Source: an optimization exercise on an open RTL-to-GDS flow (aim: small area and a short achievable clock period). Production flows keep margins and buffers that such runs may drop. Where RTL was checked, it was by simulation tests only, not by an equivalence proof against the original. For runs 2 and 3, only the layout was checked, not whether the RTL still works. The flow treats the clock pin as an ideal source. Dropping or thinning the clock tree relies on that and would not hold on a real chip. Power is estimated from default activity; no workload was simulated.

## design/flow/flow/run.sh

```bash
#!/bin/bash
# Standard layout (the standard.sh) with these changes:
#  - flow/fp_pre.tcl sets the synthesised combinational cells to drive
#    strength 1 before floorplanning (the resizer upsizes what timing needs);
#  - port buffers are buf_2 (the default choice is a slow delay cell);
#  - the clock tree is built without dummy loads, from larger sink clusters;
#  - flow/cts_pre.tcl then removes the middle level of the clock tree, so the
#    root buffer drives the leaf buffers directly (every register still sees
#    two buffers from the clock port, balanced).
set -uo pipefail
HERE=$(pwd)
bash standard.sh "BUFFER_PORTS_ARGS=-buffer_cell sky130_fd_sc_hd__buf_2" \
  "PRE_FLOORPLAN_TCL=$HERE/flow/fp_pre.tcl" \
  "PRE_CTS_TCL=$HERE/flow/cts_pre.tcl" \
  "CTS_ARGS=-sink_clustering_enable -repair_clock_nets -dont_use_dummy_load -sink_clustering_size 30 -sink_clustering_max_diameter 100 -buf_list sky130_fd_sc_hd__clkbuf_16" \
  finish > make_finish.log 2>&1
```

## design/flow/flow/cts_pre.tcl

```tcl
# Wrap clock_tree_synthesis: after the tree is built, remove the buffers between
# the root buffer and the leaf buffers, so the root drives every leaf buffer
# directly (two buffers from the clock port to each register, all balanced).
proc my_flatten_clock_tree {} {
  set block [ord::get_db_block]
  set port_net [[$block findBTerm clock] getNet]
  set roots {}
  foreach it [$port_net getITerms] { lappend roots [$it getInst] }
  foreach root $roots {
    set rnet [[$root findITerm X] getNet]
    set changed 1
    while {$changed} {
      set changed 0
      foreach it [$rnet getITerms] {
        if {[$it isOutputSignal]} { continue }
        set b [$it getInst]
        set m [[$b getMaster] getName]
        if {![string match "*clkbuf*" $m]} { continue }
        set bout [$b findITerm X]
        set bnet [$bout getNet]
        # only a buffer whose loads are all clock buffers is removed
        set allbuf 1
        foreach l [$bnet getITerms] {
          if {[$l isOutputSignal]} { continue }
          if {![string match "*clkbuf*" [[[$l getInst] getMaster] getName]]} { set allbuf 0 }
        }
        if {!$allbuf} { continue }
        set loads {}
        foreach l [$bnet getITerms] { if {![$l isOutputSignal]} { lappend loads $l } }
        foreach l $loads { $l disconnect; $l connect $rnet }
        $bout disconnect
        $it disconnect
        puts "flatten_clock_tree: removed [$b getName] ([llength $loads] loads moved to [$rnet getName])"
        odb::dbInst_destroy $b
        odb::dbNet_destroy $bnet
        set changed 1
        break
      }
    }
  }
}
rename clock_tree_synthesis my_orig_clock_tree_synthesis
proc clock_tree_synthesis {args} {
  my_orig_clock_tree_synthesis {*}$args
  my_flatten_clock_tree
}
```

## design/flow/flow/fp_pre.tcl

```tcl
# Before floorplanning, set every combinational cell of the synthesised
# netlist to its smallest drive strength (_1). Synthesis sizes cells for an
# assumed load; the resizer later upsizes the cells that timing needs.
# Registers and clock cells are left as synthesis made them.
set my_db [ord::get_db]
set my_n 0
foreach inst [[ord::get_db_block] getInsts] {
  set name [[$inst getMaster] getName]
  if {![regexp {^(sky130_fd_sc_hd__[a-z0-9]+)_([0-9]+)$} $name -> base size]} { continue }
  if {$size <= 1} { continue }
  if {[regexp {df|dl|clk|conb|tap|fill|decap} $base]} { continue }
  set small [$my_db findMaster ${base}_1]
  if {$small == "NULL" || $small == ""} { continue }
  $inst swapMaster $small
  incr my_n
}
puts "fp_pre: set $my_n cells to drive strength 1"
```

## design/flow/standard.sh

```bash
#!/bin/bash
# synth_recipe.tcl (not shown) runs the flow's synth.tcl, then flattens the netlist and writes it again
# the make line also repeats each setting of config.mk as NAME=value (left out here)
make -C /OpenROAD-flow-scripts/flow DESIGN_CONFIG=/design/flow/config.mk WORK_HOME=/design/flow/orfs CLKGATE_MAP_FILE= SYNTH_SCRIPT=/design/flow/synth_recipe.tcl "${@:-finish}"
```

## design/flow/config.mk

```make
export PLATFORM = sky130hd
export DESIGN_NAME = fifo_32
export DESIGN_NICKNAME = fifo_32
export VERILOG_FILES = /design/flow/design.v
export SDC_FILE = /design/flow/constraint.sdc
export NUM_CORES = 4
export LEC_CHECK = 0
export CAP_MARGIN = 20
export CORE_MARGIN = 2
export CORE_UTILIZATION = 60
export SETUP_SLACK_MARGIN = 2.0
export SLEW_MARGIN = 20
export SYNTH_HIERARCHICAL = 1
```

## design/flow/constraint.sdc

```tcl
create_clock -name core_clock -period 3.5 [get_ports {clock}]
set_input_delay 0.7000 -clock core_clock [delete_from_list [all_inputs] [get_ports {clock}]]
set_output_delay 0.7000 -clock core_clock [all_outputs]
set_load 0.01 [all_outputs]
```

## design/flow/design.v

```verilog
module fifo_32_pre(
	input [4:0] cnt,
	output [4:0] cntInc,
	output [4:0] cntDec,
	output eq2,
	output eq30
	);
	assign cntInc = cnt + 5'd1;
	assign cntDec = cnt - 5'd1;
	assign eq2 = (cnt == 5'd2);
	assign eq30 = (cnt == 5'd30);
endmodule
module fifo_32_nand4(
	input a,
	input b,
	input c,
	input d,
	output y
	);
	assign y = ~(a & b & c & d);
endmodule
module fifo_32_nor2(
	input a,
	input b,
	output y
	);
	assign y = ~(a | b);
endmodule
module fifo_32_ao22(
	input a,
	input b,
	input c,
	input d,
	output y
	);
	assign y = (a & b) | (c & d);
endmodule
module fifo_32_aoi21(
	input a,
	input b,
	input c,
	output y
	);
	assign y = ~((a & b) | c);
endmodule
module fifo_32_aoi22(
	input a,
	input b,
	input c,
	input d,
	output y
	);
	assign y = ~((a & b) | (c & d));
endmodule
module fifo_32_and3(
	input a,
	input b,
	input c,
	output y
	);
	assign y = a & b & c;
endmodule
module fifo_32(
	clock,
	reset,
	write,
	datain,
	read,
	dataout,
	full,
	empty
	);
	input clock;
	input reset;
	input write, read;
	input [7:0] datain;
	output [7:0] dataout;
	output full, empty;
	reg [255:0] buffer;
	reg [3:0] wLo;
	reg [7:0] wHi;
	reg [31:0] rSel;
	reg [4:0] cnt;
	reg fullR, emptyR, nFull, nEmpty, aeR, afR;
	reg [7:0] dataoutReg;
	assign dataout = dataoutReg;
	assign full = fullR;
	assign empty = emptyR;
	wire writeEn = write & nFull;
	wire readEn = read & nEmpty;
	wire [4:0] cntInc, cntDec;
	wire eq2, eq30;
	fifo_32_pre u_pre(
		.cnt(cnt), .cntInc(cntInc), .cntDec(cntDec),
		.eq2(eq2), .eq30(eq30));
	wire wAdv = writeEn & ~reset;
	wire wHold = ~writeEn & ~reset;
	wire wWrap = writeEn & wLo[3];
	wire wHiAdv = wWrap & ~reset;
	wire wHiHold = ~wWrap & ~reset;
	wire [3:0] wLoNext;
	wire [7:0] wHiNext;
	wire [7:0] wHiF = wHi & {8{nFull}};
	genvar g;
	generate
		for (g = 0; g < 4; g = g + 1) begin : gwlo
			wire ring;
			fifo_32_ao22 u_s(
				.a(wAdv), .b(wLo[(g + 3) % 4]),
				.c(wHold), .d(wLo[g]), .y(ring));
			if (g == 0) begin : g0
				assign wLoNext[g] = ring | reset;
			end else begin : gn
				assign wLoNext[g] = ring;
			end
		end
		for (g = 0; g < 8; g = g + 1) begin : gwhi
			wire ring;
			fifo_32_ao22 u_s(
				.a(wHiAdv), .b(wHi[(g + 7) % 8]),
				.c(wHiHold), .d(wHi[g]), .y(ring));
			if (g == 0) begin : g0
				assign wHiNext[g] = ring | reset;
			end else begin : gn
				assign wHiNext[g] = ring;
			end
		end
	endgenerate
	always @(posedge clock) begin
		wLo <= wLoNext;
		wHi <= wHiNext;
	end
	wire [31:0] rowWe;
	generate
		for (g = 0; g < 32; g = g + 1) begin : gwe
			fifo_32_and3 u_we(.a(write), .b(wLo[g % 4]), .c(wHiF[g / 4]), .y(rowWe[g]));
		end
	endgenerate
	integer k;
	always @(posedge clock) begin
		for (k = 0; k < 32; k = k + 1)
			if (rowWe[k])
				buffer[8*k +: 8] <= datain;
	end
	wire [8*16-1:0] pairN;
	wire [8*4-1:0] oct;
	wire [8*2-1:0] halfN;
	wire readOkN = ~(read & nEmpty & ~reset);
	wire [7:0] dataoutNext;
	genvar b;
	generate
		for (b = 0; b < 8; b = b + 1) begin : gbit
			for (g = 0; g < 16; g = g + 1) begin : gpair
				fifo_32_aoi22 u_p(
					.a(buffer[16*g + b]), .b(rSel[2*g]),
					.c(buffer[16*g + 8 + b]), .d(rSel[2*g+1]),
					.y(pairN[8*g + b]));
			end
			for (g = 0; g < 4; g = g + 1) begin : goct
				fifo_32_nand4 u_o(
					.a(pairN[32*g + b]), .b(pairN[32*g + 8 + b]),
					.c(pairN[32*g + 16 + b]), .d(pairN[32*g + 24 + b]),
					.y(oct[8*g + b]));
			end
			for (g = 0; g < 2; g = g + 1) begin : ghalf
				fifo_32_nor2 u_h(
					.a(oct[16*g + b]), .b(oct[16*g + 8 + b]),
					.y(halfN[8*g + b]));
			end
			fifo_32_aoi21 u_d(.a(halfN[b]), .b(halfN[8 + b]), .c(readOkN), .y(dataoutNext[b]));
		end
	endgenerate
	wire rAdv = readEn & ~reset;
	wire rHold = ~readEn & ~reset;
	wire [31:0] rSelNext;
	generate
		for (g = 0; g < 32; g = g + 1) begin : gsel
			wire ring;
			fifo_32_ao22 u_s(
				.a(rAdv), .b(rSel[(g + 31) % 32]),
				.c(rHold), .d(rSel[g]), .y(ring));
			if (g == 0) begin : g0
				assign rSelNext[g] = ring | reset;
			end else begin : gn
				assign rSelNext[g] = ring;
			end
		end
	endgenerate
	always @(posedge clock) begin
		rSel <= rSelNext;
		dataoutReg <= dataoutNext;
	end
	wire onlyW = writeEn & ~readEn;
	wire onlyR = readEn & ~writeEn;
	wire emptyNext = ~writeEn & (~nEmpty | (read & aeR));
	wire fullNext = ~readEn & (~nFull | (write & afR));
	always @(posedge clock) begin
		if (reset) begin
			cnt <= 5'd0;
			fullR <= 1'b0;
			nFull <= 1'b1;
			emptyR <= 1'b1;
			nEmpty <= 1'b0;
			aeR <= 1'b0;
			afR <= 1'b0;
		end
		else begin
			if (onlyW) cnt <= cntInc;
			else if (onlyR) cnt <= cntDec;
			emptyR <= emptyNext;
			nEmpty <= ~emptyNext;
			fullR <= fullNext;
			nFull <= ~fullNext;
			if (onlyW) begin
				aeR <= ~nEmpty;
				afR <= eq30;
			end
			else if (onlyR) begin
				aeR <= eq2;
				afR <= ~nFull;
			end
		end
	end
endmodule
```

==> results of run 1 <==
[power groups by stage]
stage	clock, mW	sequential [mW]	combinational [mW]
2_1_floorplan	0	4.21	0.0764
3_3_place_gp	0	4.22	0.161
3_5_place_dp	0	4.22	0.168
4_1_cts	1.66	4.14	0.176
5_1_grt	1.77	4.14	0.196
6_report	1.62	4.14	0.180
[flip-flops by register name, summed over array words and instances, names as in the netlist]
register,flops
buffer,256
wHi,8
nEmpty,1
cnt,5
aeR,1
fullR,1
rSel,32
emptyR,1
afR,1
wLo,4
dataoutReg,8
nFull,1
[worst paths after layout]
path,from,endpoint,cells after the start
setup / recovery,dataoutReg[3],dataout[3],1
hold / removal,wHi[2],wHi[2],1
setup reg to reg,rSel[16],dataoutReg[6],4
hold reg to reg,wHi[2],wHi[2],1
[repair_timing]
action | CTS | global route
pin swaps | 1 | 1
cloned | 2 | 0
hold endpoints to repair | 0 | 0
setup buffers | 5 | 0
setup endpoints to repair | 309 | 122
gates resized for setup | 29 | 23
[stage by stage]
step | worst slack, ns | power [mW] | instances
3_5_place_dp | 1.02 | 4.39 | 906
6_report | 1.91 | 5.93 | 925
5_1_grt | 1.87 | 6.11 | 925
4_1_cts | 1.87 | 5.97 | 925
2_1_floorplan | 1.66 | 4.29 | 655
3_3_place_gp | 1.10 | 4.38 | 906
[per-layer routing]
metal  vias to the layer above  global-route usage, %  part of all wire (%)
met1                      3176                   38.5                    44
li1                       2794                      -                     -
met3                        25                   6.05                   7.7
met5                         -                      0                     0
met2                       230                   38.5                    46
met4                         0                   6.89                   1.7
[cell type report]
cell class / count / area, µm² / share of cell area, %
timing repair inverter: 1 / 7.51 / 0.0617
inverter: 6 / 26.3 / 0.216
sequential: 319 / 8970 / 73.7
timing repair buffer: 26 / 176 / 1.45
clock buffer: 12 / 300 / 2.47
multi-input combinational: 327 / 2390 / 19.7
tap: 234 / 293 / 2.41
==> summary.txt, run 1 <==
Critical path
  – Max FO, Critical Path: 1
  – WP buf/inv: 1
  – CP cell instances: buf_2
  – WP data arrival: between 0.8 and 0.9 ns
  – Critical path launch point type: register
  – Crit-path slowest cell: dfxtp_1
  – Critical path class: reg2out
  – CP required: ~2.8 ns
  – R2R Setup Slk: around 2 ns
  – Crit end category: output port
  – Top delay family on crit path: flip-flops
  – Critical Path Max Stage Delay: 0.33 ns

Die
  – Initial core utilization: about three fifths
  – Rows: 50
  – Die Y-Extent: 141 µm
  – Core area: 0.0186 mm²
  – Chip width: about 140 µm
  – IO Count: 22
  – Die ar.: slightly below 0.02 mm²

Route
  – Starting DRT DRC Count: 621
  – Vias per cell: between 6 and 7
  – Routed via count: approximately 6200
  – First-pass DRT Iterations: 5
  – Number of routed nets with antenna violations: 0
  – DR WL/cell: 26.7 µm
  – Final wirelength: 24700 µm
  – # DRC: 0

Power and ir drop
  – Switching pwr: 1.16 mW
  – Pleak: between 3 and 4 nW
  – Max rail drop VDD: 0.457 mV
  – Int Pwr: around 4.8 mW
  – Comb power frac: 3.0%
  – Clk pwr share: 27.3%
  – Sequential power share: 69.7%
  – P per Cell Area: 488 mW/mm²
  – Sw Ratio: 19.5%

Timing
  – Slew Viols, Final: 0
  – Worst Tran Pin Value: 0.757 ns
  – Clock Skew: ~0.038 ns
  – Max Freq: 0.628 GHz
  – Slew headroom: 49.6%
  – RSZ-0062 raised after global routing: true
  – Fin Hold WS: between 0.5 and 0.6 ns
  – Period utilization: 45.5%
  – # setup viols final: 0
  – Final Hold Fails: 0
  – Fin crit period: 1.59 ns
  – Setup tns final: 0 ns

Placement
  – Post-place instance area: 0.0117 mm²
  – Final Wtd Congestion: 0.774
  – Dpl hpwl: 15200 µm
  – Port-buffer cells: 21

Finish
  – Share of layout cells above drive strength 1: 13.0%
  – Fin nets: 708
  – Finished Core Util: about 65%
  – Filler cell count in the final layout: 1339
  – # diodes: 0
  – Leading cell type in the layout, fill and taps excluded: edfxtp_1
  – Most frequent cells in the layout: edfxtp_1 (256), a22oi_1 (131), dfxtp_1 (51), a22o_1 (44), nand4_1 (32)
  – Design area: 0.0122 mm²

Global route
  – Largest net degree at the start of global routing: 37
  – Global route overflow: 0
  – Vias in the first global route: 5952
  – Initial antenna violation count: 0
  – All-Layer GR Usage: 25.6%
  – First-pass GRT wire length: 36600 µm

Clocking
  – Clk slew on worst S/H paths: 0.11 ns
  – Clock latency on the worst-skew pair: 0.44 ns
  – Hold_buf cts: 0
  – Sink Count: 319

Synth
  – Yosys warns: 7
  – Cell count after synthesis: 655
  – Post-Syn Nets: 670

Flow run
  – Max-Cap Viols: 0

Hold path
  – Worst min-delay path category: reg2reg

Status
  – Status: timing/DRC/antenna clean
==> run 2, diff against run 1 <==
==> design/flow/design.v (replaced) <==
module fifo_32_incdec(
	input [4:0] a,
	output [4:0] inc,
	output [4:0] dec
	);
	assign inc = a + 5'd1;
	assign dec = a - 5'd1;
endmodule
module fifo_32_rmux(
	input [255:0] data,
	input [31:0] sel,
	output [7:0] q
	);
	reg [7:0] r;
	integer i;
	always @(*) begin
		r = 8'd0;
		for (i = 0; i < 32; i = i + 1)
			r = r | (data[8*i +: 8] & {8{sel[i]}});
	end
	assign q = r;
endmodule
module fifo_32_wdec(
	input [4:0] a,
	input en,
	output [31:0] sel
	);
	assign sel = {31'd0, en} << a;
endmodule
module fifo_32(
	clock,
	reset,
	write,
	datain,
	read,
	dataout,
	full,
	empty
	);
	input clock;
	input reset;
	input write, read;
	input [7:0] datain;
	output [7:0] dataout;
	output full, empty;
	reg [255:0] buffer;
	reg [4:0] wPtr;
	reg [31:0] rSel;
	reg [4:0] cnt;
	reg fullR, emptyR, nFull, nEmpty, aeR, afR;
	reg [7:0] dataoutReg;
	assign dataout = dataoutReg;
	assign full = fullR;
	assign empty = emptyR;
	wire writeEn = write & nFull;
	wire readEn = read & nEmpty;
	wire [31:0] wSel;
	fifo_32_wdec u_wdec(.a(wPtr), .en(nFull), .sel(wSel));
	integer k;
	always @(posedge clock) begin
		for (k = 0; k < 32; k = k + 1)
			if (write & wSel[k])
				buffer[8*k +: 8] <= datain;
	end
	wire [7:0] rData;
	fifo_32_rmux u_rmux(.data(buffer), .sel(rSel), .q(rData));
	wire rAdv = readEn & ~reset;
	wire rHold = ~readEn & ~reset;
	wire [31:0] rSelNext = ({32{rAdv}} & {rSel[30:0], rSel[31]})
	                     | ({32{rHold}} & rSel)
	                     | {31'd0, reset};
	always @(posedge clock) begin
		rSel <= rSelNext;
	end
	wire [4:0] cntInc, cntDec, wInc, wDecUnused;
	fifo_32_incdec u_cnt(.a(cnt), .inc(cntInc), .dec(cntDec));
	fifo_32_incdec u_wp(.a(wPtr), .inc(wInc), .dec(wDecUnused));
	wire onlyW = writeEn & ~readEn;
	wire onlyR = readEn & ~writeEn;
	wire eq2 = (cnt == 5'd2);
	wire eq30 = (cnt == 5'd30);
	wire emptyNext = ~writeEn & (~nEmpty | (read & aeR));
	wire fullNext = ~readEn & (~nFull | (write & afR));
	always @(posedge clock) begin
		if (reset) begin
			wPtr <= 5'd0;
			cnt <= 5'd0;
			fullR <= 1'b0;
			nFull <= 1'b1;
			emptyR <= 1'b1;
			nEmpty <= 1'b0;
			aeR <= 1'b0;
			afR <= 1'b0;
			dataoutReg <= 8'd0;
		end
		else begin
			if (writeEn) wPtr <= wInc;
			if (onlyW) cnt <= cntInc;
			else if (onlyR) cnt <= cntDec;
			emptyR <= emptyNext;
			nEmpty <= ~emptyNext;
			fullR <= fullNext;
			nFull <= ~fullNext;
			if (onlyW) begin
				aeR <= ~nEmpty;
				afR <= eq30;
			end
			else if (onlyR) begin
				aeR <= eq2;
				afR <= ~nFull;
			end
			dataoutReg <= readEn ? rData : 8'd0;
		end
	end
endmodule
==> design/flow/flow/run.sh (replaced) <==
#!/bin/bash
# Standard layout with: port buffers of buf_2 (the default picks a delay cell),
# and the clock tree built without dummy loads, from larger sink clusters.
set -uo pipefail
bash standard.sh "BUFFER_PORTS_ARGS=-buffer_cell sky130_fd_sc_hd__buf_2" \
  "CTS_ARGS=-sink_clustering_enable -repair_clock_nets -dont_use_dummy_load -sink_clustering_size 30 -sink_clustering_max_diameter 100 -buf_list sky130_fd_sc_hd__clkbuf_16" \
  finish > make_finish.log 2>&1
--- a/design/flow/config.mk
+++ b/design/flow/config.mk
@@ -8,6 +8,6 @@
 export CAP_MARGIN = 20
 export CORE_MARGIN = 2
-export CORE_UTILIZATION = 60
-export SETUP_SLACK_MARGIN = 2.0
+export CORE_UTILIZATION = 40
+export SETUP_SLACK_MARGIN = 1.9
 export SLEW_MARGIN = 20
 export SYNTH_HIERARCHICAL = 1
removed: design/flow/flow/cts_pre.tcl
removed: design/flow/flow/fp_pre.tcl
==> run 2 against run 1 <==
First-iteration DRC count up 22%; routed wire length increased by 9.7%; setup slack worse by 0.20 ns; worst hold slack improved by 0.015 ns; critical path type is now reg2reg; still clean on timing, DRC and antenna; largest power group unchanged; power is 3.4% higher; flip-flop and latch count decreased by 7; sequential share of layout area is 4.9 points lower; count of clock-buffer cells in the layout up 2; non-clock buffer count rose by 14.
==> summary.txt, run 2 <==
Hold path
  – Worst hold start: write (was wHi[2])
  – Worst min-delay path category: in2reg (was reg2reg)
  – Hold path cells: 3 (was 1)
  – End of the worst hold path: nEmpty (was wHi[2])

Power and ir drop
  – Switching pwr: 1.28 mW (was 1.16 mW)
  – Comb power frac: 4.5% (was 3.0%)
  – Max rail drop VDD: 0.331 mV (was 0.457 mV)
  – Pleak: 3.97 nW (was 3.89 nW)
  – Clk pwr share: 29.2% (was 27.3%)
  – Sequential power share: 66.2% (was 69.7%)
  – Total design power: 6.14 mW (was 5.93 mW)
  – Int Pwr: 4.86 mW (was 4.78 mW)
  – P per Cell Area: 475 mW/mm² (was 488 mW/mm²)
  – Sw Ratio: 20.9% (was 19.5%)

Placement
  – Final Wtd Congestion: 0.760 (was 0.774)
  – Port-buffer cells: 21 (unchanged)
  – Placed Cells: 1148 (was 906)
  – Dpl hpwl: 16700 µm (was 15200 µm)

Critical path
  – Max FO, Critical Path: 1 (unchanged)
  – Top delay family on crit path: simple AND/OR/NAND/NOR gates (was flip-flops)
  – WP buf/inv: 0 (was 1)
  – R2R Setup Slk: 1.71 ns (was 1.97 ns)
  – R2R depth: 4 (unchanged)
  – Critical path class: reg2reg (was reg2out)
  – Critical path launch point type: register (unchanged)
  – CP cell instances: a22oi_2, nand4_1, or4_4, and2_1 (was buf_2)
  – Crit-path slowest cell: or4_4 (was dfxtp_1)
  – FF-to-FF Start: buffer[20] (was rSel[16])
  – CP required: 3.90 ns (was 2.80 ns)
  – Critical Path Max Stage Delay: 0.58 ns (was 0.33 ns)
  – WP data arrival: 2.20 ns (was 0.89 ns)
  – Crit end category: register (was output port)
  – RR Endpoint: dataoutReg[4] (was dataoutReg[6])

Finish
  – Max reg flops: 256 (unchanged)
  – Fin nets: 816 (was 708)
  – Filler cell count in the final layout: 2554 (was 1339)
  – Area Growth Syn to Fin: 10.0%
  – Reg area: 0.00889 mm² (was 0.00897 mm²)
  – Leading cell type in the layout, fill and taps excluded: edfxtp_1 (unchanged)
  – Top reg by flops: buffer (unchanged)
  – Regs by FF count: buffer: 256 flops, rSel: 32 flops, dataoutReg: 8 flops (was buffer: 256 flops, rSel: 32 flops)
  – Most frequent cells in the layout: edfxtp_1 (256), a22oi_1 (102), nand2_1 (77), a21oi_1 (39), nand4_1 (34) (was edfxtp_1 (256), a22oi_1 (131), dfxtp_1 (51), a22o_1 (44), nand4_1 (32))
  – Final cell count without fillers: 1183 (was 925)
  – Area of the multi-input gates: 0.00287 mm² (was 0.00239 mm²)
  – Share of layout cells above drive strength 1: 22.3% (was 13.0%)

Die
  – Die Y-Extent: 175 µm (was 141 µm)
  – Die ar.: 0.0308 mm² (was 0.0199 mm²)
  – Initial core utilization: 40.8% (was 60.5%)
  – Rows: 62 (was 50)
  – Chip width: 175 µm (was 141 µm)
  – Core area: 0.0288 mm² (was 0.0186 mm²)
  – IO Count: 22 (unchanged)

Route
  – # DRC: 0 (unchanged)
  – First-pass DRT Iterations: 5 (unchanged)
  – Starting DRT DRC Count: 756 (was 621)
  – Met2 routed WL: 12400 µm (was 11400 µm)
  – Met1 WL: 12600 µm (was 11000 µm)
  – Vias per cell: 5.64 (was 6.73)
  – Final wirelength: 27100 µm (was 24700 µm)
  – Wire length on met3: 1530 µm (was 1890 µm)
  – Number of routed nets with antenna violations: 0 (unchanged)
  – Routed via count: 6675 (was 6225)
  – Max layer used: met4 (unchanged)
  – DR WL/cell: 22.9 µm (was 26.7 µm)

Timing
  – Setup tns final: 0 ns (unchanged)
  – Fin crit period: 1.79 ns (was 1.59 ns)
  – Slew Viols, Final: 0 (unchanged)
  – Worst Tran Pin Value: 0.672 ns (was 0.757 ns)
  – Clock Skew: 0.0320 ns (was 0.0379 ns)
  – Max Freq: 0.558 GHz (was 0.628 GHz)
  – RSZ-0062 raised after global routing: true (unchanged)
  – Period utilization: 51.2% (was 45.5%)
  – Final Hold Fails: 0 (unchanged)
  – Slew headroom: 55.2% (was 49.6%)
  – # setup viols final: 0 (unchanged)

Clocking
  – Clock Tree Root: clkbuf_16
  – Hold_buf cts: 0 (unchanged)
  – Clock Path Buffers: 3
  – CTS tree: yes
  – Clock latency on the worst-skew pair: 0.50 ns (was 0.44 ns)
  – H-tree depth: 1
  – Sink Count: 312 (was 319)
  – TritonCTS buffer count: 14
  – Clk slew on worst S/H paths: 0.12 ns (was 0.11 ns)

Flow run
  – Max-Cap Viols: 0 (unchanged)

Status
  – Status: timing/DRC/antenna clean (unchanged)

Synth
  – Post-Syn Nets: 816 (was 670)
  – Synthesized area: 0.0117 mm²
  – Yosys warns: 8 (was 7)
  – Cell count after synthesis: 799 (was 655)
  – Mapped Avg Cell Area: between 10 and 15 µm²

Global route
  – First-pass GRT wire length: 41200 µm (was 36600 µm)
  – Largest net degree at the start of global routing: 39 (was 37)
  – Initial antenna violation count: 2 (was 0)
  – Global route overflow: 0 (unchanged)
  – All-Layer GR Usage: 17.8% (was 25.6%)
  – Vias in the first global route: 6388 (was 5952)
[run 2: power groups by stage]
stage          logic (mW)  registers, mW  clock network [mW]
6_report            0.277           4.07                1.79
5_1_grt             0.304           4.07                1.94
4_1_cts             0.271           4.07                1.83
3_5_place_dp        0.251           4.16                   0
3_3_place_gp        0.248           4.16                   0
2_1_floorplan       0.157           4.14                   0
[run 2: layout make-up]
cell class              instances  share of cell area (%)
flip-flops and latches        312                    68.8
multi-input cells             422                    22.2
well taps                     384                    3.72
clock buffers                  14                    2.71
repair buffers                 40                    2.13
inverters                       8                   0.329
repair inverters                1                  0.0678
diodes                          2                  0.0387
[run 2: worst max path at each step]
stage / from / to / slack, ns / cells past startpoint
after floorplan: read / aeR / 1.46 / 7
after global placement: read / afR / 0.97 / 6
after detailed placement: read / afR / 0.95 / 6
after CTS: buffer[17] / dataoutReg[1] / 1.78 / 4
after global routing: rSel[2] / dataoutReg[1] / 1.71 / 4
final: buffer[20] / dataoutReg[4] / 1.71 / 4
[run 2: repair_timing]
action,CTS,global route
gates resized for setup,82,33
setup buffers,12,5
cloned,2,0
endpoints found under the setup margin,281,228
pin swaps,17,13
[run 2: tightest hold or removal path, stage by stage]
cell and delay (ns):
buf_2 0.14, nand2_8 0.08, a21oi_1 0.06
[run 2: per-layer routing]
layer | vias up | global-route usage, %
met1 | 3418 | 27.0
met2 | 187 | 27.3
met4 | 0 | 4.20
met3 | 31 | 2.27
li1 | 3039 | -
met5 | - | 0
[run 2: through the flow]
| step | worst slack, ns | hold slack [ns] | cell area [µm²] | utilization, % |
|---|---|---|---|---|
| after floorplan | 1.46 | 0.442 | 11800 | - |
| after global placement | 0.965 | 0.490 | 12100 | 42.0 |
| after detailed placement | 0.949 | 0.496 | 12100 | 42.0 |
| after CTS | 1.78 | 0.517 | 12800 | 44.5 |
| after global routing | 1.71 | 0.527 | 12900 | 44.9 |
| final | 1.71 | 0.526 | 12900 | 44.9 |
==> run 3, diff against run 2 <==
--- a/design/flow/config.mk
+++ b/design/flow/config.mk
@@ -11,3 +11,2 @@
 export SETUP_SLACK_MARGIN = 1.9
 export SLEW_MARGIN = 20
-export SYNTH_HIERARCHICAL = 1
==> run 3 against run 2 <==
Still clean on timing, DRC and antenna; via count rose by 3.4%; setup slack got worse by 0.11 ns; global-route usage rose by 4.4 points; core utilization rose by 2.9 points; sequential share of layout area fell by 2.2 points; maximum frequency fell by 6.0%; synthesized cell count fell by 6.5%; non-clock buffer count rose by 32; die area fell by 3.5%; register-to-register slack got worse by 0.11 ns; critical path type unchanged; critical endpoint is now cnt[4]; largest power group unchanged.
==> summary.txt, run 3 <==
Finish
  – Most frequent cells in the layout: edfxtp_1 (256), a22oi_1 (105), nand2_1 (70), a21oi_1 (35), dfxtp_2 (34) (was edfxtp_1 (256), a22oi_1 (102), nand2_1 (77), a21oi_1 (39), nand4_1 (34))
  – # diodes: 0 (was 2)
  – Fin nets: 804 (was 816)
  – Filler cell count in the final layout: 2343 (was 2554)
  – Share of layout cells above drive strength 1: 27.7% (was 22.3%)
  – Area Growth Syn to Fin: 17.6% (was 10.0%)
  – Max reg flops: 256 (unchanged)
  – Top reg by flops: buffer (unchanged)
  – Regs by FF count: buffer: 256 flops, rSel: 32 flops, dataoutReg: 8 flops (unchanged)
  – Final cell count without fillers: 1162 (was 1183)
  – Leading cell type in the layout, fill and taps excluded: edfxtp_1 (unchanged)

Critical path
  – CP required: 3.91 ns (was 3.90 ns)
  – Critical Path Max Stage Delay: 0.38 ns (was 0.58 ns)
  – Crit end category: register (unchanged)
  – Critical path launch point type: register (unchanged)
  – Critical path class: reg2reg (unchanged)
  – RR Endpoint: cnt[4] (was dataoutReg[4])
  – Max FO, Critical Path: 6 (was 1)
  – Crit-path slowest cell: fa_2 (was or4_4)
  – WP data arrival: 2.32 ns (was 2.20 ns)
  – CP cell instances: and2_4, inv_12, ha_4, inv_6, fa_2, nand3_2, a211oi_1, a31oi_1, mux2_1 (was a22oi_2, nand4_1, or4_4, and2_1)
  – R2R depth: 9 (was 4)
  – R2R Setup Slk: 1.59 ns (was 1.71 ns)
  – FF-to-FF Start: nEmpty (was buffer[20])

Global route
  – First-pass GRT wire length: 46000 µm (was 41200 µm)
  – Initial antenna violation count: 1 (was 2)
  – All-Layer GR Usage: 22.2% (was 17.8%)
  – Vias in the first global route: 6413 (was 6388)
  – Largest net degree at the start of global routing: 35 (was 39)
  – Global route overflow: 0 (unchanged)

Hold path
  – Worst min-delay path category: in2reg (unchanged)
  – End of the worst hold path: nEmpty (unchanged)
  – Hold path cells: 4 (was 3)
  – Worst hold start: read (was write)

Placement
  – Dpl hpwl: 20700 µm (was 16700 µm)
  – Final Wtd Congestion: 0.849 (was 0.760)
  – Port-buffer cells: 21 (unchanged)
  – Placed Cells: 1098 (was 1148)

Timing
  – Period utilization: 54.5% (was 51.2%)
  – Fin Hold WS: 0.511 ns (was 0.526 ns)
  – # setup viols final: 0 (unchanged)
  – Worst Tran Pin Value: 0.739 ns (was 0.672 ns)
  – Final Hold Fails: 0 (unchanged)
  – Clock Skew: 0.0615 ns (was 0.0320 ns)
  – Fin crit period: 1.91 ns (was 1.79 ns)
  – Setup tns final: 0 ns (unchanged)
  – Slew Viols, Final: 0 (unchanged)
  – Max Freq: 0.524 GHz (was 0.558 GHz)
  – Slew headroom: 50.8% (was 55.2%)
  – RSZ-0062 raised after global routing: true (unchanged)

Route
  – First-pass DRT Iterations: 5 (unchanged)
  – Starting DRT DRC Count: 1047 (was 756)
  – # DRC: 0 (unchanged)
  – Number of routed nets with antenna violations: 0 (unchanged)
  – Routed via count: 6904 (was 6675)
  – DR WL/cell: 28.2 µm (was 22.9 µm)
  – Final wirelength: 32700 µm (was 27100 µm)
  – Vias per cell: 5.94 (was 5.64)

Synth
  – Most common cell in the netlist: edfxtp_1
  – Post-synth ARST share: 0%
  – Post-synth top cells: edfxtp_1 (256), a22oi_1 (128), nand2_1 (75)
  – Synth top area share: 67.9%
  – Predominant post-synthesis flop cell: edfxtp_1
  – Synthesized area: 0.0113 mm² (was 0.0117 mm²)
  – Register bit total from synthesis: 312
  – Cell count after synthesis: 747 (was 799)
  – Top cells by area, synth: edfxtp_1 (68%), dfxtp_1 (9.9%), a22oi_1 (8.5%)
  – Number of flops mapped to enable cells by yosys: 256
  – Yosys warns: 2 (was 8)
  – Mapped Avg Cell Area: 15.2 µm² (was 14.7 µm²)
  – Post-Syn Nets: 765 (was 816)
  – Post-synthesis cell type count: 39
  – Synth area leader: edfxtp_1
  – Sequential element share of the synthesized area: 77.8%

Die
  – Rows: 61 (was 62)
  – IO Count: 22 (unchanged)
  – Core area: 0.0279 mm² (was 0.0288 mm²)
  – Die ar.: 0.0297 mm² (was 0.0308 mm²)
  – Die Y-Extent: 172 µm (was 175 µm)
  – Chip width: 172 µm (was 175 µm)
  – Initial core utilization: 40.6% (was 40.8%)

Clocking
  – Hold_buf cts: 0 (unchanged)
  – Clk slew on worst S/H paths: 0.11 ns (was 0.12 ns)
  – Clock latency on the worst-skew pair: 0.51 ns (was 0.50 ns)
  – Clock Path Buffers: 3 (unchanged)
  – TritonCTS buffer count: 14 (unchanged)
  – CTS tree: yes (unchanged)
  – H-tree depth: 1 (unchanged)
  – Sink Count: 312 (unchanged)
  – Clock Tree Root: clkbuf_16 (unchanged)

Power and ir drop
  – Pleak: 4.02 nW (was 3.97 nW)
  – Max rail drop VDD: 0.242 mV (was 0.331 mV)
  – P per Cell Area: 467 mW/mm² (was 475 mW/mm²)
  – Total design power: 6.22 mW (was 6.14 mW)

Flow run
  – Max-Cap Viols: 0 (unchanged)

Status
  – Status: timing/DRC/antenna clean (unchanged)
## run 3: logic make-up (layout without fill, tap and decap cells)
logic type / after synthesis / after routing / synth area share, %
flops: 312 / 312 / 77.8
simple gates: 193 / 193 / 7.91
compound gates: 172 / 172 / 10.6
buf+inv: 55 / 92 / 2.21
fa+ha+maj: 6 / 6 / 0.729
xor+xnor: 5 / 5 / 0.387
mux: 4 / 4 / 0.365
## run 3: per-stage QoR
step | setup WS, ns | instance area, µm² | util [%]
floorplan | 1.07 | 11700 | -
global placement | 0.806 | 12100 | 43.3
detailed placement | 0.804 | 12100 | 43.3
CTS | 1.61 | 13000 | 46.8
global route | 1.53 | 13300 | 47.8
finish | 1.59 | 13300 | 47.8
## run 3: repair_timing
item                                    in CTS  in global routing
setup buffers                               33                 16
cloned                                       1                  0
endpoints found under the setup margin     279                132
resized for setup                           65                 27
pin swaps                                   32                 30
## run 3: worst max-delay path by stage
stage,from,slack [ns],endpoint
floorplan,read,1.07,cnt[4]
global placement,read,0.81,cnt[4]
detailed placement,read,0.80,cnt[4]
CTS,nEmpty,1.61,cnt[4]
global route,nEmpty,1.53,cnt[4]
finish,nEmpty,1.59,cnt[4]
## run 3: worst max-delay path, delay by kind of cell (launching register included)
kind | cells | cell delay [ns]
compound gates | 2 | 0.25
simple gates | 2 | 0.24
mux | 1 | 0.33
buf+inv | 2 | 0.11
flops | 1 | 0.34
fa+ha+maj | 2 | 0.52
## run 3: per-layer routing
layer	up-vias	global-route usage (%)	share of wire (%)
met2	380	36.2	48
met3	54	3.34	9.6
met4	2	4.97	2.1
met5	-	0	0.18
met1	3517	31.7	40
li1	2951	-	-
## run 3: power breakdown
part	leakage, nW	switching, mW	internal [mW]	total [mW]
Combinational	1.06	0.208	0.131	0.339
Clock	0.173	1.07	0.727	1.79
Sequential	2.78	0.0430	4.04	4.09
Total	4.02	1.32	4.90	6.22
## run 3: final cells by class
cell class / count / area [µm²] / share of cell area (%)
well taps: 378 / 473 / 3.55
flip-flops and latches: 312 / 8870 / 66.6
repair inverters: 1 / 8.76 / 0.0658
inverters: 5 / 36.3 / 0.272
clock buffers: 14 / 350 / 2.63
repair buffers: 72 / 762 / 5.72
multi-input cells: 380 / 2820 / 21.2

==> port drivers added, routing unchanged <==
The flow's constraints put no driver on any port. The routed layouts listed below were extracted and timed again, unchanged, in two steps.
Step 1 sets driving cells, clkbuf_16 on the clock port and buf_2 on the other inputs (assumed; they add their load-dependent delay and slew).
Step 2, shift: input delay + t, output delay - t, t = (earliest + latest rising clock arrival at the registers) / 2. This alone moves slack from input paths to output paths.
a / b / c = no drivers / after step 1 / after step 2; a / b = the first two.
run | shift t [ns] | setup slack, ns | hold slack, ns | pins driven straight from the clock port
run 1 | 0.468 | 1.907 / 1.863 / 1.583 | 0.511 / 0.511 / 0.511 | 1
run 2 | 0.538 | 1.707 / 1.707 / 1.430 | 0.526 / 0.494 / 0.538 | 1
run 3 | 0.530 | 1.593 / 1.593 / 1.112 | 0.511 / 0.479 / 0.513 | 1
After both steps every run listed still meets setup and hold. The setup slack of run 3, which loses most, moves by 0.000 ns with the drivers and by -0.481 ns with both steps.
